Background: an optimization exercise with open tools, aiming at small area and a short achievable clock period. Do not read the settings as production practice.
At most, simulation tests tie the RTL to the original design; equivalence was not proved.
No functional check of the RTL was part of runs 2 to 7.
Power figures rest on the tool's default switching activity, not on a simulated workload.

## flow/constraint.sdc

```tcl
create_clock -name core_clock -period 7.0 [get_ports {clk}]
set_input_delay 1.4000 -clock core_clock [delete_from_list [all_inputs] [get_ports {clk}]]
set_output_delay 1.4000 -clock core_clock [all_outputs]
set_load 0.01 [all_outputs]
```

## flow/config.mk

```make
export PLATFORM = sky130hd
export DESIGN_NAME = TopModule
export DESIGN_NICKNAME = TopModule
export VERILOG_FILES = /design/flow/design.v
export SDC_FILE = /design/flow/constraint.sdc
export NUM_CORES = 8
export LEC_CHECK = 0
export CAP_MARGIN = 30
export CORE_MARGIN = 2
export CORE_UTILIZATION = 40
export SETUP_SLACK_MARGIN = 0.5
export SLEW_MARGIN = 20
```

## flow/run.sh

```bash
#!/bin/bash
# synth_recipe.tcl (not shown) runs the flow's synth.tcl, then flattens the netlist and writes it again
# the make line also repeats each setting of config.mk as NAME=value (left out here)
make -C /OpenROAD-flow-scripts/flow DESIGN_CONFIG=/design/flow/config.mk WORK_HOME=/design/flow/orfs CLKGATE_MAP_FILE= SYNTH_SCRIPT=/design/flow/synth_recipe.tcl finish
```

## flow/design.v

```verilog
module SPI_RAM(din,clk,rst_n,rx_valid,dout);
input [9:0] din;
input clk,rst_n,rx_valid;
output reg [7:0] dout;
reg [2:0] ph;             
reg [7:0] wr_addr;
reg wz;                   
reg [7:0] rd_addr;
reg wp;                   
reg wpz;                  
reg [7:0] wdata;
reg [7:0] rs;             
wire [7:0] wt = wpz ? 8'd0 : wr_addr;
wire wnow = wp && (ph == wt[2:0]);
wire [7:0] tap [0:31];
genvar r;
generate
    for (r = 0; r < 32; r = r + 1) begin : ring
        reg [63:0] q;     
        wire we = wnow && (wt[7:3] == r);
        always @(posedge clk)
            q <= {q[55:0], we ? wdata : q[63:56]};
        assign tap[r] = q[7:0];
    end
endgenerate
wire deliver = rx_valid && rst_n;
always @(posedge clk)
    ph <= ph + 3'd1;
always @(posedge clk) begin
    if (deliver && din[9:8] == 2'b01) begin
        wp    <= 1'b1;
        wpz   <= wz;
        wdata <= din[7:0];
    end else if (wnow)
        wp <= 1'b0;
    if (rx_valid && din[9:8] == 2'b00)
        wr_addr <= din[7:0];
    if (!rst_n)
        wz <= 1'b1;
    else if (rx_valid && din[9:8] == 2'b00)
        wz <= 1'b0;
    if (!rst_n)
        rd_addr <= 8'd0;
    else if (rx_valid && din[9:8] == 2'b10)
        rd_addr <= din[7:0];
    if (ph - 3'd1 == rd_addr[2:0])
        rs <= tap[rd_addr[7:3]];
    if (deliver && din[9:8] == 2'b11)
        dout <= rs;
end
endmodule
module SPI_Slave(MOSI,clk,SS_n,tx_data,rst_n,MISO,rx_valid,rx_data);
    input MOSI,clk,SS_n,rst_n;
    input [7:0] tx_data;
    output reg MISO,rx_valid;
    output [9:0] rx_data;
localparam IDLE  = 3'd0;
localparam CHK   = 3'd1;
localparam WRITE = 3'd2;
localparam RDATA = 3'd3;
localparam RADD  = 3'd4;
reg [2:0] cs;
reg [3:0] bit_count;
reg read_ctrl;            
reg is_read_cmd;          
reg flag;                 
reg b0;                   
reg [9:0] sh;             
wire wpath = (cs == WRITE);
assign rx_data = {sh[9:1], wpath ? b0 : sh[0]};
wire cap = rx_valid & rx_data[9] & rx_data[8];
always @(posedge clk)
    sh <= {sh[8:0], MOSI};
always @(posedge clk) begin
    if (!rst_n) begin
        cs          <= IDLE;
        rx_valid    <= 1'b0;
        MISO        <= 1'b0;
        read_ctrl   <= 1'b0;
        is_read_cmd <= 1'b0;
        flag        <= 1'b0;
        b0          <= 1'b0;
    end else begin
        rx_valid <= 1'b0;
        if (rx_valid && wpath)
            b0 <= sh[0];
        if (cap)
            flag <= 1'b1;
        case (cs)
            IDLE: begin
                MISO <= 1'b0;
                if (!SS_n) cs <= CHK;
            end
            CHK: begin
                if (SS_n)
                    cs <= IDLE;
                else begin
                    is_read_cmd <= MOSI;
                    cs <= is_read_cmd ? (read_ctrl ? RDATA : RADD) : WRITE;
                end
            end
            WRITE, RADD: begin
                if (SS_n || bit_count == 4'd10)
                    cs <= IDLE;
                else if (bit_count == 4'd9) begin
                    rx_valid <= 1'b1;
                    if (cs == RADD) read_ctrl <= 1'b1;
                end
            end
            RDATA: begin
                if (SS_n || bit_count == 4'd10)
                    cs <= IDLE;
                else begin
                    MISO <= flag && !bit_count[3] && tx_data[~bit_count[2:0]];
                    if (bit_count == 4'd9) begin
                        read_ctrl <= 1'b0;
                        flag <= 1'b0;
                    end
                end
            end
            default: cs <= IDLE;
        endcase
    end
end
always @(posedge clk) begin
    if (cs == CHK)
        bit_count <= 4'd0;
    else
        bit_count <= bit_count + 4'd1;
end
endmodule
module TopModule(MOSI,clk,SS_n,rst_n,MISO);
    input MOSI,clk,SS_n,rst_n;
    output MISO;
    wire [9:0] rx_data;
    wire rx_valid;
    wire [7:0] tx_data;
    SPI_Slave spi_slave (MOSI,clk,SS_n,tx_data,rst_n,MISO,rx_valid,rx_data);
    SPI_RAM ram(rx_data,clk,rst_n,rx_valid,tx_data);
endmodule
```

==> results of run 1 <==
-- where the power goes --
part	internal, W	switching [W]
logic	0.0000296	0.0000256
registers	0.0121	0.0000233
clock network	0.00577	0.00428
total	0.0179	0.00433
-- layer usage --
metal | part of all wire [%] | up-vias
met5 | 0 | -
met4 | 2.7 | 0
met3 | 4.4 | 172
met2 | 43 | 458
met1 | 50 | 10700
li1 | - | 10200
-- cell families after synthesis --
group,count (synthesis)
adder cells (fa/ha/maj),5
flip-flops,2117
AND/OR/NAND/NOR,334
XOR/XNOR,9
AO/OA/AOI/OAI,129
buffers and inverters,100
multiplexers,292
-- flip-flops by register name, indices dropped and copies added (netlist names) --
| signal | count |
|---|---|
| spi_slave.b0 | 1 |
| ram.wdata | 8 |
| ram.dout | 8 |
| spi_slave.read_ctrl | 1 |
| spi_slave.is_read_cmd | 1 |
| ram.wpz | 1 |
| spi_slave.cs | 3 |
| spi_slave.sh | 10 |
| ram.rd_addr | 8 |
| ram.rs | 8 |
| ram.ph | 3 |
| spi_slave.flag | 1 |
| ram.wz | 1 |
| ram.ring.q | 2048 |
| ram.wr_addr | 8 |
| spi_slave.bit_count | 4 |
| spi_slave.rx_valid | 1 |
| spi_slave.MISO | 1 |
| ram.wp | 1 |
-- through the flow --
step | setup WS (ns) | hold WS [ns]
2_1_floorplan | 4.70 | 0.310
3_3_place_gp | 3.83 | 0.309
3_5_place_dp | 3.81 | 0.312
4_1_cts | 3.80 | 0.293
5_1_grt | 3.66 | 0.303
6_report | 3.70 | 0.300
-- worst max-delay path: cells and delay by family, from the launching register on --
kind,cells,cell delay [ns]
AOI/OAI and AO/OA,2,1.27
DFF,1,0.31
buffers and inverters,1,0.32
and+or+nand+nor,3,1.12
-- cells in the mapped netlist (8+ instances only) --
cell / count / share of area, %
sky130_fd_sc_hd__mux2_2: 262 / 5.9
sky130_fd_sc_hd__edfxtp_1: 33 / 2.0
sky130_fd_sc_hd__o21ai_0: 10 / 0.10
sky130_fd_sc_hd__buf_4: 8 / 0.12
sky130_fd_sc_hd__nand3b_1: 9 / 0.14
sky130_fd_sc_hd__buf_2: 22 / 0.22
sky130_fd_sc_hd__buf_6: 8 / 0.18
sky130_fd_sc_hd__nor3_1: 15 / 0.15
sky130_fd_sc_hd__and3_1: 54 / 0.68
sky130_fd_sc_hd__nand4_1: 21 / 0.26
sky130_fd_sc_hd__inv_1: 13 / 0.098
sky130_fd_sc_hd__nand3_2: 17 / 0.34
sky130_fd_sc_hd__mux2i_1: 22 / 0.44
sky130_fd_sc_hd__nand3_1: 61 / 0.61
sky130_fd_sc_hd__a22oi_1: 17 / 0.26
sky130_fd_sc_hd__a32oi_1: 9 / 0.16
sky130_fd_sc_hd__nand2_1: 33 / 0.25
sky130_fd_sc_hd__nor2b_1: 13 / 0.16
sky130_fd_sc_hd__nor3b_1: 8 / 0.12
sky130_fd_sc_hd__a21oi_1: 18 / 0.18
sky130_fd_sc_hd__a31oi_1: 13 / 0.16
sky130_fd_sc_hd__nor2_1: 46 / 0.35
sky130_fd_sc_hd__dfxtp_1: 2084 / 84
sky130_fd_sc_hd__clkbuf_1: 45 / 0.34
sky130_fd_sc_hd__and2_1: 8 / 0.10
sky130_fd_sc_hd__nand3_4: 9 / 0.32
-- path summary, 6_finish.rpt --
kind | start | endpoint | slack [ns] | depth (start not counted)
worst min-delay path | ram.ring[29].q[43] | ram.ring[29].q[51] | 0.30 | 0
worst max-delay path | ram.rd_addr[6] | ram.rs[1] | 3.70 | 6
worst max register to register | ram.rd_addr[6] | ram.rs[1] | 3.70 | 6
worst min register to register | ram.ring[29].q[43] | ram.ring[29].q[51] | 0.30 | 0
-- layout make-up --
class / instances / area [um^2]
tap: 1637 / 2050
inverter: 13 / 48.8
multi-input combinational: 769 / 6560
clock buffer: 282 / 5580
antenna: 2 / 5.00
fill: 10500 / 65600
timing repair buffer: 32 / 265
clock inverter: 54 / 682
sequential: 2117 / 42700
==> results.json, run 1 <==
{
  "initial_core_utilization_pct": 40.3,
  "first_global_vias": 20900,
  "post_synth_mux_area_share_pct": 6.60,
  "yosysWarningCount": 2,
  "worst_path_largest_cell_delay_ns": 0.92,
  "post-route-util_pct": 46.9,
  "row_count": 129,
  "postLayoutCellArea_um2": 57900,
  "synth_top_family_by_area": "multiplexers",
  "vias_per_cell": 4.39,
  "finalWorstPathRequiredPeriod_ns": 3.30,
  "worstSetupPathType": "reg2reg",
  "timing.critical_path.arrival_ns": 3.81,
  "maxSlewHeadroom_pct": 30.5,
  "final.setup_skew_ns": 0.0294,
  "grt_setup_unrepaired": "no",
  "cell_area_synth_um2": 49700,
  "antenna_found_initial": 6,
  "cts-root-to-sink-buffers": 3,
  "synth_enable_flop_cells": 33,
  "globalplace.congestion": 0.923,
  "cts_setup_buffers": 0,
  "dp.cells": 4568,
  "grt_use_met1_pct": 22.6,
  "grt_overflow_total": 0,
  "pwr_density_cell_nw_per_um2": 384,
  "detailedRoute.firstIterationViolations": 1403,
  "avgSynthCellArea_um2": 16.6,
  "cp_cell_sequence": "buf_4, and3b_1, and2_1, a2111oi_0, nand4_1, o32a_1",
  "min_period_over_period_pct": 47.2,
  "core_area_um2": 123000,
  "cts_buffers": 187,
  "clock_sink_count": 2117,
  "layout.cells.most_common": "sky130_fd_sc_hd__dfxtp_1",
  "worstHoldPathType": "reg2reg",
  "ys_seq_elements": 2117,
  "post_dp_cell_area_um2": 51600,
  "yosys.area_share.xor_xnor_pct": 0.159,
  "max_slew.worst_pin.slew_ns": 1.02,
  "synth_nets": 2995,
  "critPathSlowestCell": "sky130_fd_sc_hd__a2111oi_0",
  "global_routing_usage_on_met2_pct": 23.1,
  "path_clk_slew_ns": 0.06,
  "post_route_cells_drive_above_1_share_pct": 19.6,
  "synth_simple_gate_area_share_pct": 4.22,
  "wirelength_um": 98500,
  "pins_over_their_slew_limit": 0,
  "cts_hold_buf": 0,
  "setup_total_negative_slack_ns": 0,
  "synth_cell_type_count": 71,
  "async_reset_ff_share_pct": 0,
  "grt_first_pass_wirelength_um": 142000,
  "hold_viol_final": 0,
  "synth_top_flop_cell": "sky130_fd_sc_hd__dfxtp_1",
  "syn2layout_area_growth_pct": 16.5,
  "detail_route.wl_per_cell_um": 20.1,
  "die_h_um": 357,
  "final_antenna_net_count": 0,
  "grt_max_degree": 61,
  "run_status": "complete, no violations",
  "ctsRootBufferMaster": "sky130_fd_sc_hd__clkbuf_16",
  "drv.max_cap_violation_count": 0,
  "grt_use_total_pct": 15.5,
  "routed-via-count": 21600,
  "number_of_h_tree_levels": 4,
  "power.ir.vdd_worst_uv": 252,
  "dieArea_um2": 127000,
  "grt_most_used_layer": "met2",
  "floorplan.die.width_um": 357,
  "synth_adder_area_share_pct": 0.126,
  "post_cts_resize_count": 0,
  "post_layout_nonfiller_instances": 4906,
  "synth_sequential_area_ratio_pct": 85.9,
  "dpl.hpwl_um": 63900,
  "cts_tree": "built",
  "biggest_fanout_along_the_worst_timing_path": 60,
  "portBuffers": 4,
  "total_power_w": 0.0222,
  "synthesis.instances": 2986,
  "dr.pass1.iters": 5,
  "power_leakage_nw": 23.1,
  "layout.cells.most_common_list": "2081 x sky130_fd_sc_hd__dfxtp_1, 262 x sky130_fd_sc_hd__mux2_2, 191 x sky130_fd_sc_hd__clkbuf_16",
  "critical_path.endpoint_type": "flop",
  "fmax_mhz": 303,
  "critPathRequiredTime_ns": 7.50,
  "route.detailed.drc": 0,
  "worst_setup_path_start_kind": "flop",
  "setup_violators_final": 0,
  "synth_compound_gate_area_share_pct": 1.99,
  "boundaryPins": 5,
  "use_met3_pct": 3.04,
  "clock_latency_ns": 0.77,
  "finalNetCount": 3129
}
==> inputs of run 2 (changes only) <==
--- a/flow/design.v
+++ b/flow/design.v
@@ -2,7 +2,7 @@
 input [9:0] din;
 input clk,rst_n,rx_valid;
 output reg [7:0] dout;
-reg [2:0] ph;             
+reg [3:0] cnt;            
 reg [7:0] wr_addr;
 reg wz;                   
 reg [7:0] rd_addr;
@@ -10,29 +10,38 @@
 reg wpz;                  
 reg [7:0] wdata;
 reg [7:0] rs;             
+reg wr, wr_n;             
 wire [7:0] wt = wpz ? 8'd0 : wr_addr;
-wire wnow = wp && (ph == wt[2:0]);
+wire [7:0] wd = wdata ^ {8{~cnt[3]}};
+wire [3:0] cntm1 = cnt - 4'd1;
 wire [7:0] tap [0:31];
 genvar r;
 generate
     for (r = 0; r < 32; r = r + 1) begin : ring
         reg [63:0] q;     
-        wire we = wnow && (wt[7:3] == r);
+        wire sel = (wt[7:3] == r);
+        wire a = sel & wr;
+        wire b = ~sel | wr_n;
         always @(posedge clk)
-            q <= {q[55:0], we ? wdata : q[63:56]};
+            q <= {q[55:0], ~((q[63:56] | {8{a}}) & (wd | {8{b}}))};
         assign tap[r] = q[7:0];
     end
 endgenerate
 wire deliver = rx_valid && rst_n;
+wire put = deliver && din[9:8] == 2'b01;
+wire wp_nx = put | (wp & ~wr);
+wire wpz_nx = put ? wz : wpz;
+wire [2:0] wt_nx = wpz_nx ? 3'd0 : wr_addr[2:0];
+wire wr_nx = wp_nx && (cnt[2:0] + 3'd1 == wt_nx);
 always @(posedge clk)
-    ph <= ph + 3'd1;
+    cnt <= cnt + 4'd1;
 always @(posedge clk) begin
-    if (deliver && din[9:8] == 2'b01) begin
-        wp    <= 1'b1;
-        wpz   <= wz;
+    wp   <= wp_nx;
+    wpz  <= wpz_nx;
+    wr   <= wr_nx;
+    wr_n <= ~wr_nx;
+    if (put)
         wdata <= din[7:0];
-    end else if (wnow)
-        wp <= 1'b0;
     if (rx_valid && din[9:8] == 2'b00)
         wr_addr <= din[7:0];
     if (!rst_n)
@@ -43,8 +52,8 @@
         rd_addr <= 8'd0;
     else if (rx_valid && din[9:8] == 2'b10)
         rd_addr <= din[7:0];
-    if (ph - 3'd1 == rd_addr[2:0])
-        rs <= tap[rd_addr[7:3]];
+    if (cntm1[2:0] == rd_addr[2:0])
+        rs <= tap[rd_addr[7:3]] ^ {8{cntm1[3]}};
     if (deliver && din[9:8] == 2'b11)
         dout <= rs;
 end
--- a/flow/config.mk
+++ b/flow/config.mk
@@ -8,5 +8,5 @@
 export CAP_MARGIN = 30
 export CORE_MARGIN = 2
 export CORE_UTILIZATION = 40
-export SETUP_SLACK_MARGIN = 0.5
+export SETUP_SLACK_MARGIN = 4.5
 export SLEW_MARGIN = 20
==> run 2 against run 1 <==
  * Design area shrank 0.92%
  * Worst hold slack is essentially flat
  * Register-to-register slack gained 0.80 ns
  * Synthesized cell count grew 1.5%
  * Core utilization grew 0.92 points
  * Sequential share of layout area grew 0.79 points
  * Die area shrank 2.6%
  * Setup slack gained 0.70 ns
  * First-iteration DRC count grew 29%
  * Largest power group unchanged
==> results.json, run 2 <==
{
  "run_status": "complete, no violations",
  "critPathBufInv": 1,
  "floorplan.die.width_um": 352,
  "yosysWarningCount": 2,
  "synth_compound_gate_area_share_pct": 5.42,
  "yosys.cell_count.top_type": "sky130_fd_sc_hd__dfxtp_1",
  "worst_setup_path_start_kind": "flop",
  "fmax_mhz": 384,
  "core_area_um2": 120000,
  "synth_sequential_area_ratio_pct": 88.3,
  "synthesis.instances": 3031,
  "initial_core_utilization_pct": 40.4,
  "critPathRequiredTime_ns": 5.60,
  "min_period_over_period_pct": 37.2,
  "first_global_vias": 21900,
  "r2r_start": "ram.rd_addr[7]",
  "layout.cells.most_common_list": "2083 x sky130_fd_sc_hd__dfxtp_1, 259 x sky130_fd_sc_hd__o22ai_1, 191 x sky130_fd_sc_hd__clkbuf_16",
  "maxSlewHeadroom_pct": 29.1,
  "cts_hold_buf": 0,
  "grt_setup_unrepaired": "yes",
  "setup_total_negative_slack_ns": 0,
  "post_synth_mux_area_share_pct": 0.788,
  "boundaryPins": 5,
  "grt_overflow_total": 0,
  "setup_violators_final": 0,
  "avgSynthCellArea_um2": 16.0,
  "syn2layout_area_growth_pct": 18.5,
  "globalplace.congestion": 0.951,
  "largest_register": "ram.ring.q",
  "detail_route.wl_per_cell_um": 22.5,
  "total_power_w": 0.0226,
  "reg2reg_setup_slack_ns": 4.50,
  "clock_latency_ns": 0.78,
  "max_slew.worst_pin.slew_ns": 1.06,
  "synth_nets": 3040,
  "dieArea_um2": 124000,
  "power_leakage_nw": 22.5,
  "timing.critical_path.arrival_ns": 1.20,
  "vias_per_cell": 4.59,
  "ys_seq_elements": 2120,
  "synth_top_flop_cell": "sky130_fd_sc_hd__dfxtp_1",
  "worstHoldPathType": "reg2reg",
  "fill_cell_total_of_the_finished_layout": 10200,
  "async_reset_ff_share_pct": 0,
  "dr.pass1.iters": 5,
  "cts-root-to-sink-buffers": 3,
  "wirelength_um": 112000,
  "timing.reg2reg.worst_path_depth": 8,
  "pwr_density_cell_nw_per_um2": 393,
  "dpl.hpwl_um": 73600,
  "hold_viol_final": 0,
  "portBuffers": 4,
  "synth_cell_type_count": 73,
  "cell_area_synth_um2": 48400,
  "final_antenna_net_count": 0,
  "reg2reg_to": "ram.rs[3]",
  "worst_hold_path.endpoint": "ram.ring[15].q[39]",
  "biggest_fanout_along_the_worst_timing_path": 2,
  "worstSetupPathType": "reg2out",
  "yosys-top-cells-count": "2088 x sky130_fd_sc_hd__dfxtp_1, 260 x sky130_fd_sc_hd__o22ai_1, 89 x sky130_fd_sc_hd__nor2_1",
  "finalNetCount": 3208,
  "grt_max_degree": 45,
  "synth_top_family_by_area": "compound AO/OA/AOI/OAI gates",
  "largestRegisters": "ram.ring.q x2048, spi_slave.sh x10",
  "detailedRoute.firstIterationViolations": 1806,
  "die_h_um": 352,
  "grt_first_pass_wirelength_um": 158000,
  "grt_use_total_pct": 17.8,
  "post_synth_main_area_contributors": "sky130_fd_sc_hd__dfxtp_1 86%, sky130_fd_sc_hd__o22ai_1 3.4%, sky130_fd_sc_hd__edfxtp_1 2.0%, sky130_fd_sc_hd__nor2_1 0.69%, sky130_fd_sc_hd__nand3_1 0.54%",
  "synth_simple_gate_area_share_pct": 3.94,
  "final.setup_skew_ns": 0.0412,
  "critical_path.endpoint_type": "output port",
  "power.ir.vdd_worst_uv": 247,
  "worst_path_largest_cell_delay_ns": 0.32,
  "row_count": 127,
  "largest_register_ff_count": 2048,
  "path_clk_slew_ns": 0.07,
  "synth_adder_area_share_pct": 0.150,
  "drv.max_cap_violation_count": 0,
  "clock_sink_count": 2120,
  "synth_enable_flop_cells": 32,
  "critPathSlowestCell": "sky130_fd_sc_hd__dfxtp_2",
  "post-synth-top-area-cell": "sky130_fd_sc_hd__dfxtp_1",
  "pins_over_their_slew_limit": 0,
  "cells_on_worst_hold_path": 0,
  "route.detailed.drc": 0,
  "post-route-util_pct": 47.8,
  "cp_cell_sequence": "buf_6",
  "cts_tree": "built",
  "number_of_h_tree_levels": 4,
  "post_route_cells_drive_above_1_share_pct": 13.3,
  "holdCritStartpoint": "ram.ring[15].q[31]",
  "cts_buffers": 185,
  "antenna_found_initial": 9,
  "layout.cells.most_common": "sky130_fd_sc_hd__dfxtp_1",
  "finalWorstPathRequiredPeriod_ns": 2.60,
  "crit_family": "flip-flops",
  "synth_largest_type_area_fraction_pct": 86.3,
  "routed-via-count": 22800,
  "ctsRootBufferMaster": "sky130_fd_sc_hd__clkbuf_16",
  "yosys.area_share.xor_xnor_pct": 0.470
}
## run 2: cell families (layout without fill, tap and decap cells)
group / count (synthesis) / after routing
and+or+nand+nor: 370 / 370
other: 0 / 3
DFF: 2120 / 2120
xor gates and xnor gates: 26 / 26
adders and majority gates: 6 / 6
AOI/OAI and AO/OA: 386 / 386
buffers and inverters: 89 / 414
muxes: 34 / 34
## run 2: layout make-up
type                       count  area (um^2)  area share (%)
tap                         1612         2020            3.52
inverter                      15         56.3          0.0981
clock buffer                 267         5560            9.68
multi-input combinational    822         5470            9.53
timing repair buffer          55          536           0.933
clock inverter                77          960            1.67
antenna                        3         7.51          0.0131
sequential                  2120        42800            74.6
## run 2: routing by layer
layer  up-vias  share of wire, %  GRT usage, %
met5         -            0.0089             0
met4         2               3.6          7.20
met3       186               4.8          3.27
met2       620                43          26.4
met1     11300                49          25.6
li1      10700                 -             -
## run 2: repair_timing
action,4_1_cts,5_1_grt
gates resized for setup,43,20
setup buffers,9,9
endpoints found under the setup margin,9,37
gates cloned,1,0
pin swaps,1,4
## run 2: metrics by stage
step	std cells	cell area [um^2]	hold slack, ns	setup WS [ns]
after CTS	4959	57200	0.295	4.35
after global routing	4968	57400	0.307	4.35
after floorplan	3031	48400	0.310	4.49
after global placement	4599	50400	0.309	3.66
final	4971	57400	0.300	4.40
after detailed placement	4605	50400	0.312	3.73
## run 2: worst max path at each step
| stage | slack, ns | endpoint | start | depth (start not counted) |
|---|---|---|---|---|
| floorplan | 4.49 | ram.wr | rst_n | 6 |
| global placement | 3.66 | ram.rs[5] | ram.rd_addr[7] | 7 |
| detailed placement | 3.73 | ram.rs[5] | ram.rd_addr[6] | 7 |
| CTS | 4.35 | MISO | spi_slave.MISO | 1 |
| global route | 4.35 | MISO | spi_slave.MISO | 1 |
| finish | 4.40 | MISO | spi_slave.MISO | 1 |
## run 2: report_power, final
| group | switching, W | internal (W) | leakage, nW |
|---|---|---|---|
| sequential | 0.0000238 | 0.0121 | 17.4 |
| combinational | 0.0000242 | 0.0000260 | 1.89 |
| clock | 0.00439 | 0.00599 | 3.18 |
| total | 0.00444 | 0.0181 | 22.5 |
==> inputs of run 3 (changes only) <==
--- a/flow/config.mk
+++ b/flow/config.mk
@@ -8,5 +8,5 @@
 export CAP_MARGIN = 30
 export CORE_MARGIN = 2
 export CORE_UTILIZATION = 40
-export SETUP_SLACK_MARGIN = 4.5
+export SETUP_SLACK_MARGIN = 0.5
 export SLEW_MARGIN = 20
==> run 3 against run 2 <==
  * Global-route usage shrank 0.36 points
  * Critical endpoint is now ram.rs[3]
  * Count of clock-buffer cells in the layout shrank 14
  * Sequential power is essentially flat
  * Still clean
  * Die area is the same
  * Largest cell class unchanged
  * Clock skew is essentially flat
==> results.json, run 3 <==
{
  "cts_tree": "built",
  "post_layout_nonfiller_instances": 4942,
  "synth_cell_type_count": 73,
  "floorplan.die.width_um": 352,
  "cell_area_synth_um2": 48400,
  "fmax_mhz": 303,
  "worst_setup_path_start_kind": "flop",
  "fill_cell_total_of_the_finished_layout": 10100,
  "finalWorstPathRequiredPeriod_ns": 3.30,
  "critical_path.endpoint_type": "flop",
  "power_leakage_nw": 22.3,
  "worstHoldPathType": "reg2reg",
  "timing.critical_path.arrival_ns": 3.75,
  "detail_route.wl_per_cell_um": 22.2,
  "clock_latency_ns": 0.77,
  "grt_first_pass_wirelength_um": 154000,
  "setup_violators_final": 0,
  "biggest_fanout_along_the_worst_timing_path": 42,
  "antenna_found_initial": 7,
  "post_cts_resize_count": 0,
  "post_synth_main_area_contributors": "sky130_fd_sc_hd__dfxtp_1 86%, sky130_fd_sc_hd__o22ai_1 3.4%, sky130_fd_sc_hd__edfxtp_1 2.0%, sky130_fd_sc_hd__nor2_1 0.69%, sky130_fd_sc_hd__nand3_1 0.54%",
  "die_h_um": 352,
  "dpl.hpwl_um": 72300,
  "power_frac_clock_pct": 46.2,
  "min_period_over_period_pct": 47.1,
  "initial_core_utilization_pct": 40.4,
  "hold_viol_final": 0,
  "yosysWarningCount": 2,
  "power.ir.vdd_worst_uv": 217,
  "layout.cells.most_common_list": "2084 x sky130_fd_sc_hd__dfxtp_1, 260 x sky130_fd_sc_hd__o22ai_1, 188 x sky130_fd_sc_hd__clkbuf_16",
  "total_switching_power_w": 0.00437,
  "syn2layout_area_growth_pct": 17.6,
  "share_seq_of_total_power_pct": 53.5,
  "cts_hold_buf": 0,
  "grt_overflow_total": 0,
  "synth_enable_flop_cells": 32,
  "row_count": 127,
  "yosys-top-cells-count": "2088 x sky130_fd_sc_hd__dfxtp_1, 260 x sky130_fd_sc_hd__o22ai_1, 89 x sky130_fd_sc_hd__nor2_1",
  "route.detailed.drc": 0,
  "dieArea_um2": 124000,
  "multi_input_area_um2": 5300,
  "first_global_vias": 21700,
  "yosys.cell_count.top_type": "sky130_fd_sc_hd__dfxtp_1",
  "async_reset_ff_share_pct": 0,
  "layout_setup_ws_ns": 3.70,
  "pins_over_their_slew_limit": 0,
  "boundaryPins": 5,
  "path_clk_slew_ns": 0.06,
  "ys_seq_elements": 2120,
  "drv.max_cap_violation_count": 0,
  "avgSynthCellArea_um2": 16.0,
  "setup_total_negative_slack_ns": 0,
  "routed-via-count": 22700,
  "cts-root-to-sink-buffers": 3,
  "detailedRoute.firstIterationViolations": 1806,
  "grt_use_total_pct": 17.4,
  "synthesis.instances": 3031,
  "layout.cells.most_common": "sky130_fd_sc_hd__dfxtp_1",
  "final.setup_skew_ns": 0.0411,
  "max_slew.worst_pin.slew_ns": 1.01,
  "cts_setup_buffers": 0,
  "grt_setup_unrepaired": "no",
  "post_route_cells_drive_above_1_share_pct": 11.4,
  "run_status": "complete, no violations",
  "maxSlewHeadroom_pct": 30.8,
  "internal_power_w": 0.0183,
  "ctsRootBufferMaster": "sky130_fd_sc_hd__clkbuf_16",
  "synth_sequential_area_ratio_pct": 88.3,
  "post-route-util_pct": 47.4,
  "wirelength_um": 110000,
  "final_antenna_net_count": 0,
  "largest_register": "ram.ring.q",
  "pwr_density_cell_nw_per_um2": 398,
  "vias_per_cell": 4.59,
  "clock_sink_count": 2120,
  "netSwitchingFraction_pct": 19.3,
  "post-synth-top-area-cell": "sky130_fd_sc_hd__dfxtp_1",
  "synth_nets": 3040,
  "synth_top_flop_cell": "sky130_fd_sc_hd__dfxtp_1",
  "portBuffers": 4,
  "largestRegisters": "ram.ring.q x2048, spi_slave.sh x10",
  "dr.pass1.iters": 6,
  "dp.cells": 4603,
  "largest_register_ff_count": 2048,
  "finalNetCount": 3186,
  "grt_max_degree": 61,
  "core_area_um2": 120000,
  "cts_buffers": 184,
  "worstSetupPathType": "reg2reg",
  "synth_largest_type_area_fraction_pct": 86.3,
  "number_of_h_tree_levels": 4,
  "critPathRequiredTime_ns": 7.46,
  "power.share.combinational_pct": 0.2,
  "area.sequential_um2": 42800,
  "pre_cts_slack_ns": 3.66,
  "globalplace.congestion": 0.939
}
-- run 3: metal layers --
layer,global-route usage [%],up-vias,share of wire [%]
met1,25.1,11300,48
met5,0,-,0
li1,-,10700,-
met2,25.8,590,43
met3,3.36,187,5.1
met4,7.09,0,3.5
-- run 3: through the flow --
step           cell area (um^2)  total power (W)  hold slack [ns]
2_1_floorplan             48400           0.0124            0.310
3_3_place_gp              50400           0.0124            0.309
3_5_place_dp              50400           0.0124            0.312
4_1_cts                   56900           0.0228            0.288
5_1_grt                   56900           0.0233            0.295
6_report                  56900           0.0226            0.301
-- run 3: critical path: stages, from the launching register on --
cell and delay (ns):
sky130_fd_sc_hd__dfxtp_2 0.35, sky130_fd_sc_hd__buf_4 0.49, sky130_fd_sc_hd__nand2_1 0.45, sky130_fd_sc_hd__nor3_1 0.85, sky130_fd_sc_hd__a221oi_1 0.36, sky130_fd_sc_hd__nand4_1 0.18
sky130_fd_sc_hd__o31ai_1 0.12, sky130_fd_sc_hd__xor2_1 0.16
-- run 3: final cells by class --
type | count | area share (%)
sequential | 2120 | 75.1
multi-input combinational | 822 | 9.31
clock buffer | 253 | 9.26
tap | 1612 | 3.54
clock inverter | 85 | 2.17
timing repair buffer | 34 | 0.475
inverter | 15 | 0.0989
antenna | 1 | 0.00440
-- run 3: logic make-up (layout without fill, tap and decap cells) --
| kind of cell | after synthesis | after routing | share of synthesized area, % |
|---|---|---|---|
| DFF | 2120 | 2120 | 88.3 |
| xor gates and xnor gates | 26 | 26 | 0.470 |
| adders and majority gates | 6 | 6 | 0.150 |
| other | 0 | 1 | 0 |
| AOI/OAI and AO/OA | 386 | 386 | 5.42 |
| and+or+nand+nor | 370 | 370 | 3.94 |
| muxes | 34 | 34 | 0.788 |
| buffers and inverters | 89 | 387 | 0.915 |
-- run 3: power groups by stage --
| stage | clock network (W) | registers, W | logic, W |
|---|---|---|---|
| detailed placement | 0 | 0.0124 | 0.0000485 |
| global route | 0.0112 | 0.0121 | 0.0000545 |
| global placement | 0 | 0.0124 | 0.0000473 |
| floorplan | 0 | 0.0124 | 0.0000385 |
| CTS | 0.0107 | 0.0121 | 0.0000492 |
| finish | 0.0105 | 0.0121 | 0.0000483 |
-- run 3: worst paths after layout --
path | start | end | slack, ns | depth (start not counted)
max | ram.rd_addr[4] | ram.rs[3] | 3.70 | 7
min | ram.ring[15].q[40] | ram.ring[15].q[48] | 0.30 | 0
max reg2reg | ram.rd_addr[4] | ram.rs[3] | 3.70 | 7
min reg2reg | ram.ring[15].q[40] | ram.ring[15].q[48] | 0.30 | 0
==> inputs of run 4 (changes only) <==
--- a/flow/config.mk
+++ b/flow/config.mk
@@ -7,6 +7,7 @@
 export LEC_CHECK = 0
 export CAP_MARGIN = 30
 export CORE_MARGIN = 2
-export CORE_UTILIZATION = 40
-export SETUP_SLACK_MARGIN = 0.5
+export CORE_UTILIZATION = 65
+export PLACE_DENSITY = 0.75
+export SETUP_SLACK_MARGIN = 4.5
 export SLEW_MARGIN = 20
==> run 4 against run 3 <==
  * Sequential power about the same
  * Register-to-register slack better by 0.72 ns
  * First-iteration DRC count up 6.3%
  * Critical path depth shrank 6
  * Sequential cell count stayed put
  * Clock skew increased by 0.026 ns
  * Final cell count is 13% lower
  * Count of clock-buffer cells in the layout down 2
  * Critical endpoint is now MISO
  * Largest power group unchanged
  * Highest routed layer is now met5
==> results.json, run 4 <==
{
  "layout.cells.most_common": "sky130_fd_sc_hd__dfxtp_1",
  "power.ir.vdd_worst_uv": 332,
  "boundaryPins": 5,
  "cts_hold_buf": 0,
  "path_clk_slew_ns": 0.06,
  "worstHoldPathType": "reg2reg",
  "ctsRootBufferMaster": "sky130_fd_sc_hd__clkbuf_16",
  "synth_enable_flop_cells": 32,
  "synth_nets": 3040,
  "min_period_over_period_pct": 37.5,
  "pwr_density_cell_nw_per_um2": 400,
  "yosysWarningCount": 2,
  "post-synth-top-area-cell": "sky130_fd_sc_hd__dfxtp_1",
  "async_reset_ff_share_pct": 0,
  "cts_tree": "built",
  "dr.pass1.iters": 5,
  "max_slew.worst_pin.slew_ns": 0.936,
  "initial_core_utilization_pct": 65.4,
  "layout.cells.most_common_list": "2082 x sky130_fd_sc_hd__dfxtp_1, 259 x sky130_fd_sc_hd__o22ai_1, 177 x sky130_fd_sc_hd__clkbuf_16",
  "pins_over_their_slew_limit": 0,
  "cts_buffers": 174,
  "floorplan.die.width_um": 277,
  "clock_latency_ns": 0.80,
  "fill_cell_total_of_the_finished_layout": 3820,
  "route.detailed.drc": 0,
  "grt_use_total_pct": 34.3,
  "post_dp_cell_area_um2": 49600,
  "wirelength_um": 131000,
  "run_status": "complete, no violations",
  "synth_cell_type_count": 73,
  "post_synth_main_area_contributors": "sky130_fd_sc_hd__dfxtp_1 86%, sky130_fd_sc_hd__o22ai_1 3.4%, sky130_fd_sc_hd__edfxtp_1 2.0%, sky130_fd_sc_hd__nor2_1 0.69%, sky130_fd_sc_hd__nand3_1 0.54%",
  "die_h_um": 277,
  "largest_register": "ram.ring.q",
  "first_global_vias": 25400,
  "finalNetCount": 3197,
  "biggest_fanout_along_the_worst_timing_path": 2,
  "total_power_w": 0.0226,
  "grt_first_pass_wirelength_um": 186000,
  "vias_per_cell": 5.65,
  "synth_largest_type_area_fraction_pct": 86.3,
  "antenna_found_initial": 4,
  "largest_register_ff_count": 2048,
  "power_leakage_nw": 22.4,
  "critPathSlowestCell": "sky130_fd_sc_hd__dfxtp_2",
  "layout_setup_ws_ns": 4.38,
  "detailedRoute.firstIterationViolations": 1919,
  "core_area_um2": 74100,
  "timing.critical_path.arrival_ns": 1.22,
  "ys_seq_elements": 2120,
  "final_antenna_net_count": 0,
  "detail_route.wl_per_cell_um": 30.4,
  "worstSetupPathType": "reg2out",
  "cp_cell_sequence": "buf_6",
  "dieArea_um2": 76700,
  "globalplace.congestion": 1.00,
  "avgSynthCellArea_um2": 16.0,
  "grt_setup_unrepaired": "yes",
  "hold_viol_final": 0,
  "post_route_cells_drive_above_1_share_pct": 13.2,
  "yosys-top-cells-count": "2088 x sky130_fd_sc_hd__dfxtp_1, 260 x sky130_fd_sc_hd__o22ai_1, 89 x sky130_fd_sc_hd__nor2_1",
  "critical_path.endpoint_type": "output port",
  "synth_sequential_area_ratio_pct": 88.3,
  "worst_setup_path_start_kind": "flop",
  "clock_sink_count": 2120,
  "yosys.cell_count.top_type": "sky130_fd_sc_hd__dfxtp_1",
  "worst_path_largest_cell_delay_ns": 0.32,
  "fmax_mhz": 381,
  "finalWorstPathRequiredPeriod_ns": 2.62,
  "grt_max_degree": 41,
  "portBuffers": 4,
  "area.sequential_um2": 42800,
  "dpl.hpwl_um": 77600,
  "setup_total_negative_slack_ns": 0,
  "synth_top_flop_cell": "sky130_fd_sc_hd__dfxtp_1",
  "grt_use_met1_pct": 45.8,
  "setup_violators_final": 0,
  "post-route-util_pct": 76.2,
  "largestRegisters": "ram.ring.q x2048, spi_slave.sh x10",
  "row_count": 100,
  "synthesis.instances": 3031,
  "routed-via-count": 24300,
  "grt_overflow_total": 0,
  "cell_area_synth_um2": 48400,
  "pre_cts_slack_ns": 3.57,
  "critPathRequiredTime_ns": 5.60,
  "critPathBufInv": 1,
  "grt_most_used_layer": "met2",
  "maxSlewHeadroom_pct": 37.3,
  "number_of_h_tree_levels": 4,
  "cts-root-to-sink-buffers": 3,
  "postLayoutCellArea_um2": 56500,
  "syn2layout_area_growth_pct": 16.6,
  "multi_input_area_um2": 5570,
  "drv.max_cap_violation_count": 0,
  "global_routing_usage_on_met2_pct": 54.7,
  "crit_family": "flip-flops",
  "final.setup_skew_ns": 0.0667,
  "use_met3_pct": 7.02
}
[run 4: stage by stage]
step / hold slack [ns] / cells
6_report: 0.270 / 4303
5_1_grt: 0.262 / 4300
4_1_cts: 0.259 / 4292
3_5_place_dp: 0.312 / 3962
3_3_place_gp: 0.310 / 3959
2_1_floorplan: 0.310 / 3031
[run 4: metal layers]
layer | share of wire [%] | up-vias
li1 | - | 10700
met1 | 42 | 12300
met2 | 47 | 999
met3 | 6.5 | 311
met4 | 5.1 | 6
met5 | 0.030 | -
[run 4: worst paths after layout]
check,startpoint,endpoint,slack (ns),depth (start not counted)
max,spi_slave.MISO,MISO,4.38,1
min,ram.ring[21].q[55],ram.ring[21].q[63],0.27,0
max reg2reg,ram.wpz,ram.ring[21].q[6],4.42,4
min reg2reg,ram.ring[21].q[55],ram.ring[21].q[63],0.27,0
[run 4: cells by family (layout without fill, tap and decap cells)]
kind of cell | after synthesis | count (layout) | synth area share [%]
other cells | 0 | 3 | 0
compound gates | 386 | 386 | 5.42
flops | 2120 | 2120 | 88.3
buf+inv | 89 | 387 | 0.915
simple gates | 370 | 372 | 3.94
xor+xnor | 26 | 26 | 0.470
fa+ha+maj | 6 | 6 | 0.150
mux | 34 | 34 | 0.788
[run 4: report_power, final]
part / switching [W] / total, W / leakage [nW] / internal (W)
combinational: 0.0000247 / 0.0000508 / 1.93 / 0.0000262
clock: 0.00457 / 0.0104 / 3.06 / 0.00585
sequential: 0.0000216 / 0.0121 / 17.4 / 0.0121
total: 0.00461 / 0.0226 / 22.4 / 0.0180
[run 4: area by class of cell]
class | instances | area share [%]
well taps | 969 | 2.15
repair buffers | 53 | 1.01
clock buffers | 251 | 9.08
flip-flops and latches | 2120 | 75.8
diodes | 3 | 0.0133
inverters | 15 | 0.0997
multi-input cells | 824 | 9.86
clock inverters | 68 | 2.03
[run 4: repair_timing]
item,CTS,global route
gates resized for setup,55,36
setup buffers,9,4
pin swaps,2,6
setup endpoints to repair,134,62
cloned,2,3
==> inputs of run 5 (changes only) <==
--- a/flow/config.mk
+++ b/flow/config.mk
@@ -7,7 +7,8 @@
 export LEC_CHECK = 0
 export CAP_MARGIN = 30
 export CORE_MARGIN = 2
-export CORE_UTILIZATION = 65
-export PLACE_DENSITY = 0.75
+export CORE_UTILIZATION = 40
+export CTS_BUF_LIST = sky130_fd_sc_hd__clkbuf_8
+export CTS_CLUSTER_SIZE = 20
 export SETUP_SLACK_MARGIN = 4.5
 export SLEW_MARGIN = 20
==> run 5 against run 4 <==
  * Still clean on timing, DRC and antenna
  * Design area grew 1.4%
  * Wire length shrank 14%
  * Highest routed layer unchanged
  * Final cell count is 20% higher
  * Critical endpoint unchanged
==> results.json, run 5 <==
{
  "yosys.cell_count.top_type": "sky130_fd_sc_hd__dfxtp_1",
  "worstSetupPathType": "reg2out",
  "die_h_um": 352,
  "timing.critical_path.arrival_ns": 1.34,
  "row_count": 127,
  "cts-root-to-sink-buffers": 4,
  "critPathRequiredTime_ns": 5.60,
  "dieArea_um2": 124000,
  "post_route_cells_drive_above_1_share_pct": 16.5,
  "grt_use_met1_pct": 25.4,
  "async_reset_ff_share_pct": 0,
  "grt_overflow_total": 0,
  "number_of_h_tree_levels": 5,
  "syn2layout_area_growth_pct": 18.3,
  "synth_enable_flop_cells": 32,
  "post_synth_main_area_contributors": "sky130_fd_sc_hd__dfxtp_1 86%, sky130_fd_sc_hd__o22ai_1 3.4%, sky130_fd_sc_hd__edfxtp_1 2.0%, sky130_fd_sc_hd__nor2_1 0.69%, sky130_fd_sc_hd__nand3_1 0.54%",
  "biggest_fanout_along_the_worst_timing_path": 2,
  "dpl.hpwl_um": 73600,
  "largestRegisters": "ram.ring.q x2048, spi_slave.sh x10",
  "dp.cells": 4605,
  "global_routing_usage_on_met2_pct": 26.6,
  "critPathBufInv": 1,
  "globalplace.congestion": 0.951,
  "antenna_found_initial": 10,
  "worst_path_largest_cell_delay_ns": 0.32,
  "largest_register": "ram.ring.q",
  "fill_cell_total_of_the_finished_layout": 10200,
  "vias_per_cell": 4.55,
  "power.ir.vdd_worst_uv": 246,
  "synth_cell_type_count": 73,
  "max_slew.worst_pin.slew_ns": 0.922,
  "finalNetCount": 3342,
  "floorplan.die.width_um": 352,
  "route.detailed.drc": 0,
  "fmax_mhz": 365,
  "run_status": "complete, no violations",
  "final.setup_skew_ns": 0.0814,
  "grt_setup_unrepaired": "yes",
  "synthesis.instances": 3031,
  "min_period_over_period_pct": 39.2,
  "path_clk_slew_ns": 0.06,
  "use_met3_pct": 4.25,
  "critical_path.endpoint_type": "output port",
  "grt_most_used_layer": "met2",
  "clock_sink_count": 2120,
  "detailedRoute.firstIterationViolations": 1930,
  "postLayoutCellArea_um2": 57300,
  "critPathSlowestCell": "sky130_fd_sc_hd__dfxtp_2",
  "cts_hold_buf": 0,
  "pwr_density_cell_nw_per_um2": 383,
  "core_area_um2": 120000,
  "synth_sequential_area_ratio_pct": 88.3,
  "initial_core_utilization_pct": 40.4,
  "worst_setup_path_start_kind": "flop",
  "ys_seq_elements": 2120,
  "setup_violators_final": 0,
  "post-route-util_pct": 47.7,
  "maxSlewHeadroom_pct": 38.4,
  "power_leakage_nw": 22.9,
  "synth_largest_type_area_fraction_pct": 86.3,
  "drv.max_cap_violation_count": 0,
  "largest_register_ff_count": 2048,
  "boundaryPins": 5,
  "synth_nets": 3040,
  "layout.cells.most_common": "sky130_fd_sc_hd__dfxtp_1",
  "yosysWarningCount": 2,
  "dr.pass1.iters": 5,
  "crit_family": "flip-flops",
  "hold_viol_final": 0,
  "detail_route.wl_per_cell_um": 21.9,
  "routed-via-count": 23500,
  "post_layout_nonfiller_instances": 5165,
  "worstHoldPathType": "reg2reg",
  "synth_top_flop_cell": "sky130_fd_sc_hd__dfxtp_1",
  "grt_use_total_pct": 18.1,
  "clock_latency_ns": 0.94,
  "setup_total_negative_slack_ns": 0,
  "grt_max_degree": 45,
  "finalWorstPathRequiredPeriod_ns": 2.74,
  "ctsRootBufferMaster": "sky130_fd_sc_hd__clkbuf_8",
  "layout.cells.most_common_list": "2083 x sky130_fd_sc_hd__dfxtp_1, 406 x sky130_fd_sc_hd__clkbuf_8, 259 x sky130_fd_sc_hd__o22ai_1",
  "yosys-top-cells-count": "2088 x sky130_fd_sc_hd__dfxtp_1, 260 x sky130_fd_sc_hd__o22ai_1, 89 x sky130_fd_sc_hd__nor2_1",
  "first_global_vias": 23100,
  "cell_area_synth_um2": 48400,
  "post-synth-top-area-cell": "sky130_fd_sc_hd__dfxtp_1",
  "portBuffers": 4,
  "avgSynthCellArea_um2": 16.0,
  "post_dp_cell_area_um2": 50400,
  "cts_buffers": 326,
  "grt_first_pass_wirelength_um": 161000,
  "cts_tree": "built",
  "cp_cell_sequence": "buf_6",
  "pins_over_their_slew_limit": 0,
  "final_antenna_net_count": 0,
  "wirelength_um": 113000
}
-- run 5: cell counts after synthesis --
No cell type changed its count.
-- run 5: timing repair --
action	in CTS	in global routing
endpoints found under the setup margin	10	34
gates cloned	1	0
gates resized for setup	45	32
buffers inserted	7	4
pin swaps	2	5
-- run 5: cells by family (layout without fill, tap and decap cells) --
group           after synthesis  after routing  synth area share [%]
simple gates                370            370                  3.94
fa+ha+maj                     6              6                 0.150
buf+inv                      89            608                 0.915
other cells                   0              3                     0
xor+xnor                     26             26                 0.470
compound gates              386            386                  5.42
flops                      2120           2120                  88.3
mux                          34             34                 0.788
-- run 5: worst paths after layout --
| kind | slack [ns] | end | from | cells after the start |
|---|---|---|---|---|
| max | 4.26 | MISO | spi_slave.MISO | 1 |
| min | 0.25 | ram.ring[22].q[41] | ram.ring[22].q[33] | 0 |
| max reg2reg | 4.46 | ram.rs[1] | ram.rd_addr[5] | 7 |
| min reg2reg | 0.25 | ram.ring[22].q[41] | ram.ring[22].q[33] | 0 |
-- run 5: per-stage QoR --
stage | hold WS, ns | total power [W] | setup slack [ns]
floorplan | 0.310 | 0.0124 | 4.49
global placement | 0.309 | 0.0124 | 3.66
detailed placement | 0.312 | 0.0124 | 3.73
CTS | 0.248 | 0.0222 | 4.16
global route | 0.247 | 0.0228 | 4.18
finish | 0.246 | 0.0220 | 4.26
-- run 5: cell type report --
type	instances	area, um^2	share of cell area (%)
Antenna cell	3	7.51	0.0131
Clock inverter	139	801	1.40
Timing Repair Buffer	48	512	0.893
Sequential cell	2120	42800	74.7
Multi-Input combinational cell	822	5530	9.65
Inverter	15	56.3	0.0983
Tap cell	1612	2020	3.52
Clock buffer	406	5590	9.75
-- run 5: routing by layer --
| layer | vias to the layer above | routed length, um |
|---|---|---|
| met2 | 728 | 48400 |
| met1 | 11600 | 54300 |
| met5 | - | 10 |
| li1 | 11000 | - |
| met4 | 2 | 4110 |
| met3 | 219 | 6280 |
-- run 5: report_power, final --
part           internal, W  switching, W
clock              0.00543       0.00435
combinational    0.0000259     0.0000245
sequential          0.0121     0.0000238
total               0.0176       0.00440
==> inputs of run 6 (changes only) <==
--- a/flow/config.mk
+++ b/flow/config.mk
@@ -8,7 +8,7 @@
 export CAP_MARGIN = 30
 export CORE_MARGIN = 2
 export CORE_UTILIZATION = 40
-export CTS_BUF_LIST = sky130_fd_sc_hd__clkbuf_8
-export CTS_CLUSTER_SIZE = 20
+export CTS_CLUSTER_DIAMETER = 60
+export CTS_CLUSTER_SIZE = 25
 export SETUP_SLACK_MARGIN = 4.5
 export SLEW_MARGIN = 20
==> run 6 against run 5 <==
  * Still clean on timing, DRC and antenna
  * Synthesized cell count unchanged
  * Design area fell by 5.3%
  * Via count decreased by 6.5%
  * Largest cell class unchanged
==> results.json, run 6 <==
{
  "run_status": "complete, no violations",
  "min_period_over_period_pct": 36.4,
  "largest_register": "ram.ring.q",
  "power.share.combinational_pct": 0.3,
  "grt_use_total_pct": 17.3,
  "power_frac_clock_pct": 35.7,
  "worstSetupPathType": "reg2out",
  "post_route_cells_drive_above_1_share_pct": 9.24,
  "clock_latency_ns": 0.72,
  "cp_cell_sequence": "buf_6",
  "grt_overflow_total": 0,
  "core_area_um2": 120000,
  "post_dp_cell_area_um2": 50400,
  "total_switching_power_w": 0.00382,
  "number_of_h_tree_levels": 3,
  "worst_path_largest_cell_delay_ns": 0.33,
  "maxSlewHeadroom_pct": 29.2,
  "wirelength_um": 109000,
  "dr.pass1.iters": 5,
  "grt_first_pass_wirelength_um": 153000,
  "detail_route.wl_per_cell_um": 22.8,
  "max_slew.worst_pin.slew_ns": 1.06,
  "postLayoutCellArea_um2": 54200,
  "power_leakage_nw": 20.9,
  "ys_seq_elements": 2120,
  "finalWorstPathRequiredPeriod_ns": 2.55,
  "cts-root-to-sink-buffers": 3,
  "critPathBufInv": 1,
  "yosysWarningCount": 2,
  "largestRegisters": "ram.ring.q x2048, spi_slave.sh x10",
  "cts_tree": "built",
  "yosys-top-cells-count": "2088 x sky130_fd_sc_hd__dfxtp_1, 260 x sky130_fd_sc_hd__o22ai_1, 89 x sky130_fd_sc_hd__nor2_1",
  "critical_path.endpoint_type": "output port",
  "hold_viol_final": 0,
  "boundaryPins": 5,
  "worstHoldPathType": "reg2reg",
  "synth_cell_type_count": 73,
  "setup_total_negative_slack_ns": 0,
  "post_layout_nonfiller_instances": 4783,
  "post-route-util_pct": 45.2,
  "first_global_vias": 20800,
  "row_count": 127,
  "detailedRoute.firstIterationViolations": 1876,
  "yosys.cell_count.top_type": "sky130_fd_sc_hd__dfxtp_1",
  "globalplace.congestion": 0.951,
  "final_antenna_net_count": 0,
  "post-synth-top-area-cell": "sky130_fd_sc_hd__dfxtp_1",
  "vias_per_cell": 4.60,
  "layout_setup_ws_ns": 4.45,
  "setup_violators_final": 0,
  "fmax_mhz": 392,
  "avgSynthCellArea_um2": 16.0,
  "clock_sink_count": 2120,
  "routed-via-count": 22000,
  "synth_enable_flop_cells": 32,
  "die_h_um": 352,
  "critPathSlowestCell": "sky130_fd_sc_hd__dfxtp_2",
  "antenna_found_initial": 8,
  "final.setup_skew_ns": 0.0402,
  "synth_top_flop_cell": "sky130_fd_sc_hd__dfxtp_1",
  "pins_over_their_slew_limit": 0,
  "floorplan.die.width_um": 352,
  "layout.cells.most_common_list": "2083 x sky130_fd_sc_hd__dfxtp_1, 259 x sky130_fd_sc_hd__o22ai_1, 109 x sky130_fd_sc_hd__clkbuf_16",
  "largest_register_ff_count": 2048,
  "synth_largest_type_area_fraction_pct": 86.3,
  "cts_buffers": 108,
  "layout.cells.most_common": "sky130_fd_sc_hd__dfxtp_1",
  "post_synth_main_area_contributors": "sky130_fd_sc_hd__dfxtp_1 86%, sky130_fd_sc_hd__o22ai_1 3.4%, sky130_fd_sc_hd__edfxtp_1 2.0%, sky130_fd_sc_hd__nor2_1 0.69%, sky130_fd_sc_hd__nand3_1 0.54%",
  "path_clk_slew_ns": 0.09,
  "worst_setup_path_start_kind": "flop",
  "synth_nets": 3040,
  "dieArea_um2": 124000,
  "ctsRootBufferMaster": "sky130_fd_sc_hd__clkbuf_16",
  "portBuffers": 4,
  "synthesis.instances": 3031,
  "power.ir.vdd_worst_uv": 205,
  "route.detailed.drc": 0,
  "cts_hold_buf": 0,
  "netSwitchingFraction_pct": 20.2,
  "pwr_density_cell_nw_per_um2": 349,
  "share_seq_of_total_power_pct": 64.0,
  "initial_core_utilization_pct": 40.4,
  "pre_cts_slack_ns": 3.73,
  "dp.cells": 4605,
  "grt_setup_unrepaired": "yes",
  "drv.max_cap_violation_count": 0,
  "timing.critical_path.arrival_ns": 1.15,
  "biggest_fanout_along_the_worst_timing_path": 2,
  "crit_family": "flip-flops",
  "finalNetCount": 3127,
  "async_reset_ff_share_pct": 0,
  "internal_power_w": 0.0151,
  "critPathRequiredTime_ns": 5.60,
  "grt_max_degree": 45,
  "cell_area_synth_um2": 48400,
  "dpl.hpwl_um": 73600,
  "syn2layout_area_growth_pct": 12.0,
  "synth_sequential_area_ratio_pct": 88.3
}
[run 6: cell count changes in the layout (fill, tap and decap cells not counted), moves of 9 or more]
cell / delta
sky130_fd_sc_hd__clkbuf_16: +109
sky130_fd_sc_hd__inv_1: -92
sky130_fd_sc_hd__clkbuf_8: -399
sky130_fd_sc_hd__clkinv_2: -21
sky130_fd_sc_hd__inv_6: +9
[run 6: layer usage]
| metal | vias up | GRT usage [%] | part of all wire, % |
|---|---|---|---|
| met3 | 172 | 2.80 | 4.9 |
| met4 | 0 | 6.66 | 3.6 |
| met1 | 10900 | 25.2 | 49 |
| met2 | 494 | 25.8 | 43 |
| met5 | - | 0 | 0 |
| li1 | 10400 | - | - |
[run 6: path summary, 6_finish.rpt]
kind / from / to / slack [ns] / cells after the start
hold reg to reg: ram.ring[26].q[50] / ram.ring[26].q[58] / 0.31 / 0
setup / recovery: spi_slave.MISO / MISO / 4.45 / 1
hold / removal: ram.ring[26].q[50] / ram.ring[26].q[58] / 0.31 / 0
setup reg to reg: ram.rd_addr[4] / ram.rs[1] / 4.48 / 7
[run 6: repair_timing]
| action | CTS | global route |
|---|---|---|
| endpoints found under the hold margin | 0 | 0 |
| buffers inserted | 6 | 8 |
| pin swaps | 2 | 4 |
| cloned | 0 | 1 |
| setup endpoints to repair | 10 | 34 |
| gates resized for setup | 50 | 30 |
[run 6: final cells by class]
| class | count | area [um^2] |
|---|---|---|
| tap | 1612 | 2020 |
| sequential | 2120 | 42800 |
| fill | 10500 | 65800 |
| clock buffer | 121 | 2820 |
| inverter | 15 | 56.3 |
| multi-input combinational | 822 | 5550 |
| timing repair buffer | 51 | 514 |
| antenna | 1 | 2.50 |
| clock inverter | 41 | 488 |
[run 6: cells by family (layout without fill, tap and decap cells)]
| group | Yosys count | count (layout) | share of synthesized area (%) |
|---|---|---|---|
| AO/OA/AOI/OAI | 386 | 386 | 5.42 |
| XOR/XNOR | 26 | 26 | 0.470 |
| adder cells (fa/ha/maj) | 6 | 6 | 0.150 |
| buffers and inverters | 89 | 228 | 0.915 |
| flip-flops | 2120 | 2120 | 88.3 |
| multiplexers | 34 | 34 | 0.788 |
| other | 0 | 1 | 0 |
| AND/OR/NAND/NOR | 370 | 370 | 3.94 |
[run 6: power by group through the flow]
| stage | logic, W | registers [W] | clock network [W] |
|---|---|---|---|
| after floorplan | 0.0000385 | 0.0124 | 0 |
| after global placement | 0.0000488 | 0.0124 | 0 |
| after detailed placement | 0.0000500 | 0.0124 | 0 |
| after CTS | 0.0000505 | 0.0121 | 0.00693 |
| after global routing | 0.0000582 | 0.0121 | 0.00739 |
| final | 0.0000503 | 0.0121 | 0.00676 |
[run 6: through the flow]
step | power, W | hold WS, ns
finish | 0.0189 | 0.308
global route | 0.0196 | 0.301
CTS | 0.0191 | 0.306
detailed placement | 0.0124 | 0.312
global placement | 0.0124 | 0.309
floorplan | 0.0124 | 0.310
==> inputs of run 7 (changes only) <==
--- a/flow/config.mk
+++ b/flow/config.mk
@@ -8,7 +8,7 @@
 export CAP_MARGIN = 30
 export CORE_MARGIN = 2
 export CORE_UTILIZATION = 40
-export CTS_CLUSTER_DIAMETER = 60
-export CTS_CLUSTER_SIZE = 25
+export CTS_CLUSTER_DIAMETER = 80
+export CTS_CLUSTER_SIZE = 30
 export SETUP_SLACK_MARGIN = 4.5
 export SLEW_MARGIN = 20
==> run 7 against run 6 <==
  * Highest routed layer is now met5
  * Sequential power hardly changed
  * Sequential share of layout area is 1.2 points higher
  * Still clean
  * Non-clock buffer count stayed put
  * Area after synthesis stayed put
  * Core utilization is 0.67 points lower
  * Synthesized cell count stayed put
  * Largest power group unchanged
  * Clock power is 13% lower
  * Largest cell class unchanged
  * Wire length is 0.33% higher
  * Final cell count is 1.1% lower
  * Total power is 4.6% lower
==> results.json, run 7 <==
{
  "run_status": "complete, no violations",
  "grt_overflow_total": 0,
  "async_reset_ff_share_pct": 0,
  "hold_slack_ns": 0.311,
  "largestRegisters": "ram.ring.q x2048, spi_slave.sh x10",
  "worst_path_largest_cell_delay_ns": 0.48,
  "final_antenna_net_count": 0,
  "synth_cell_type_count": 73,
  "worst_setup_path_start_kind": "flop",
  "cp_cell_sequence": "buf_12, nor3b_2, buf_6, and3_1, a2111oi_2, nand4_1, o31ai_2, xor2_1",
  "pre_cts_slack_ns": 3.73,
  "grt_first_pass_wirelength_um": 152000,
  "dr.pass1.iters": 5,
  "cts_tree": "built",
  "max_slew.worst_pin.slew_ns": 1.10,
  "grt_max_degree": 45,
  "yosys-top-cells-count": "2088 x sky130_fd_sc_hd__dfxtp_1, 260 x sky130_fd_sc_hd__o22ai_1, 89 x sky130_fd_sc_hd__nor2_1",
  "dieArea_um2": 124000,
  "globalplace.congestion": 0.951,
  "holdCritStartpoint": "ram.ring[23].q[30]",
  "cts-root-to-sink-buffers": 3,
  "finalNetCount": 3104,
  "cells_on_worst_hold_path": 0,
  "vias_per_cell": 4.63,
  "synth_sequential_area_ratio_pct": 88.3,
  "dpl.hpwl_um": 73600,
  "timing.critical_path.arrival_ns": 2.99,
  "timing.reg2reg.worst_path_depth": 8,
  "antenna_found_initial": 10,
  "synth_enable_flop_cells": 32,
  "route.detailed.drc": 0,
  "power.ir.vdd_worst_uv": 187,
  "worstHoldPathType": "reg2reg",
  "largest_register": "ram.ring.q",
  "syn2layout_area_growth_pct": 10.3,
  "ctsRootBufferMaster": "sky130_fd_sc_hd__clkbuf_16",
  "setup_violators_final": 0,
  "worst_hold_path.endpoint": "ram.ring[23].q[38]",
  "critical_path.endpoint_type": "flop",
  "reg2reg_setup_slack_ns": 4.44,
  "critPathBufInv": 2,
  "maxSlewHeadroom_pct": 26.2,
  "critPathSlowestCell": "sky130_fd_sc_hd__dfxtp_2",
  "die_h_um": 352,
  "row_count": 127,
  "path_clk_slew_ns": 0.11,
  "fmax_mhz": 390,
  "total_power_w": 0.0180,
  "post_synth_main_area_contributors": "sky130_fd_sc_hd__dfxtp_1 86%, sky130_fd_sc_hd__o22ai_1 3.4%, sky130_fd_sc_hd__edfxtp_1 2.0%, sky130_fd_sc_hd__nor2_1 0.69%, sky130_fd_sc_hd__nand3_1 0.54%",
  "post_route_cells_drive_above_1_share_pct": 7.73,
  "cell_area_synth_um2": 48400,
  "wirelength_um": 110000,
  "detailedRoute.firstIterationViolations": 2046,
  "biggest_fanout_along_the_worst_timing_path": 22,
  "layout.cells.most_common": "sky130_fd_sc_hd__dfxtp_1",
  "area.sequential_um2": 42800,
  "portBuffers": 4,
  "reg2reg_to": "ram.rs[6]",
  "post-synth-top-area-cell": "sky130_fd_sc_hd__dfxtp_1",
  "finalWorstPathRequiredPeriod_ns": 2.56,
  "pins_over_their_slew_limit": 0,
  "crit_family": "compound AO/OA/AOI/OAI gates",
  "min_period_over_period_pct": 36.6,
  "floorplan.die.width_um": 352,
  "yosys.cell_count.top_type": "sky130_fd_sc_hd__dfxtp_1",
  "synthesis.instances": 3031,
  "yosysWarningCount": 2,
  "final.setup_skew_ns": 0.0283,
  "synth_top_flop_cell": "sky130_fd_sc_hd__dfxtp_1",
  "layout.cells.most_common_list": "2082 x sky130_fd_sc_hd__dfxtp_1, 259 x sky130_fd_sc_hd__o22ai_1, 90 x sky130_fd_sc_hd__clkbuf_16",
  "power_leakage_nw": 20.5,
  "grt_setup_unrepaired": "yes",
  "layout_setup_ws_ns": 4.44,
  "pwr_density_cell_nw_per_um2": 338,
  "cts_hold_buf": 0,
  "grt_use_total_pct": 17.2,
  "drv.max_cap_violation_count": 0,
  "core_area_um2": 120000,
  "initial_core_utilization_pct": 40.4,
  "detail_route.wl_per_cell_um": 23.2,
  "hold_viol_final": 0,
  "critPathRequiredTime_ns": 7.43,
  "fill_cell_total_of_the_finished_layout": 10600,
  "synth_nets": 3040,
  "number_of_h_tree_levels": 3,
  "worstSetupPathType": "reg2reg",
  "multi_input_area_um2": 5560,
  "largest_register_ff_count": 2048,
  "r2r_start": "ram.rd_addr[4]",
  "ys_seq_elements": 2120,
  "setup_total_negative_slack_ns": 0,
  "avgSynthCellArea_um2": 16.0,
  "routed-via-count": 21900,
  "synth_largest_type_area_fraction_pct": 86.3,
  "clock_latency_ns": 0.70,
  "clock_sink_count": 2120,
  "boundaryPins": 5,
  "first_global_vias": 20500,
  "post-route-util_pct": 44.5,
  "cts_buffers": 85
}
run 7: cell families after synthesis:
family / share of synthesized area (%)
xor+xnor: 0.470
buf+inv: 0.915
compound gates: 5.42
fa+ha+maj: 0.150
simple gates: 3.94
mux: 0.788
flops: 88.3
run 7: routing by layer:
layer  vias up  share of wire (%)  track usage (%)
met2       487                 42             25.8
li1      10400                  -                -
met3       164                4.4             2.64
met1     10900                 50             25.2
met4         2                3.6             6.22
met5         -             0.0091                0
run 7: power breakdown:
group | switching, W | internal (W)
Combinational | 0.0000242 | 0.0000260
Clock | 0.00349 | 0.00239
Sequential | 0.0000237 | 0.0121
Total | 0.00354 | 0.0145
run 7: metrics by stage:
stage                     instances  cell area [um^2]
final                          4730             53400
after global routing           4728             53400
after CTS                      4725             53200
after detailed placement       4605             50400
after global placement         4599             50400
after floorplan                3031             48400
run 7: cell type report:
type / instances / share of cell area (%)
inverter: 15 / 0.105
timing repair buffer: 51 / 0.986
tap: 1612 / 3.78
clock buffer: 93 / 4.16
antenna: 2 / 0.00937
clock inverter: 15 / 0.483
sequential: 2120 / 80.1
multi-input combinational: 822 / 10.4
run 7: worst max path at each step:
| stage | cells after the start | end | slack, ns | from |
|---|---|---|---|---|
| CTS | 1 | MISO | 4.42 | spi_slave.MISO |
| floorplan | 6 | ram.wr | 4.49 | rst_n |
| global route | 1 | MISO | 4.42 | spi_slave.MISO |
| global placement | 7 | ram.rs[5] | 3.66 | ram.rd_addr[7] |
| finish | 8 | ram.rs[6] | 4.44 | ram.rd_addr[4] |
| detailed placement | 7 | ram.rs[5] | 3.73 | ram.rd_addr[6] |
run 7: what timing repair did:
item | in CTS | in global routing
pin swaps | 3 | 4
setup endpoints to repair | 12 | 39
gates resized for setup | 52 | 30
cloned | 0 | 2
endpoints found under the hold margin | 0 | 0
setup buffers | 12 | 1

## re-timing with driven ports
Ports are ideal in the flow. The routed layouts listed here were re-timed in OpenROAD. Step 1 assumes that a clkbuf_16 drives the clock port and a buf_2 every other input. Step 2 moves the port delays by t, midway between the first and last clock arrival at a register: inputs arrive t later, outputs are due t later. That takes back most of the time a late clock gives input paths. Slacks: ideal ports / drivers / drivers and shift; pairs: ideal ports / drivers.
run | shift t [ns] | slack for setup (ns) | worst setup path after step 2 | latest minus earliest clock arrival (ns) | worst data-port slew with drivers (ns)
run 1 | 0.829 | 3.698 / 3.698 / 3.698 | register to register | 0.039 / 0.039 | 0.06
run 2 | 0.828 | 4.398 / 4.330 / 3.779 | input to register | 0.048 / 0.048 | 0.03
run 3 | 0.830 | 3.701 / 3.701 / 3.638 | input to register | 0.050 / 0.051 | 0.03
run 4 | 0.835 | 4.378 / 4.305 / 3.753 | input to register | 0.071 / 0.070 | 0.04
run 5 | 0.971 | 4.258 / 4.192 / 3.729 | input to register | 0.092 / 0.091 | 0.03
run 6 | 0.772 | 4.449 / 4.376 / 3.829 | input to register | 0.044 / 0.043 | 0.03
run 7 | 0.750 | 4.436 / 4.403 / 3.889 | input to register | 0.043 / 0.043 | 0.03
After both steps every run listed still meets setup and hold. For run 4, which loses most, drivers alone change the setup slack by -0.073 ns; drivers and shift together by -0.625 ns.
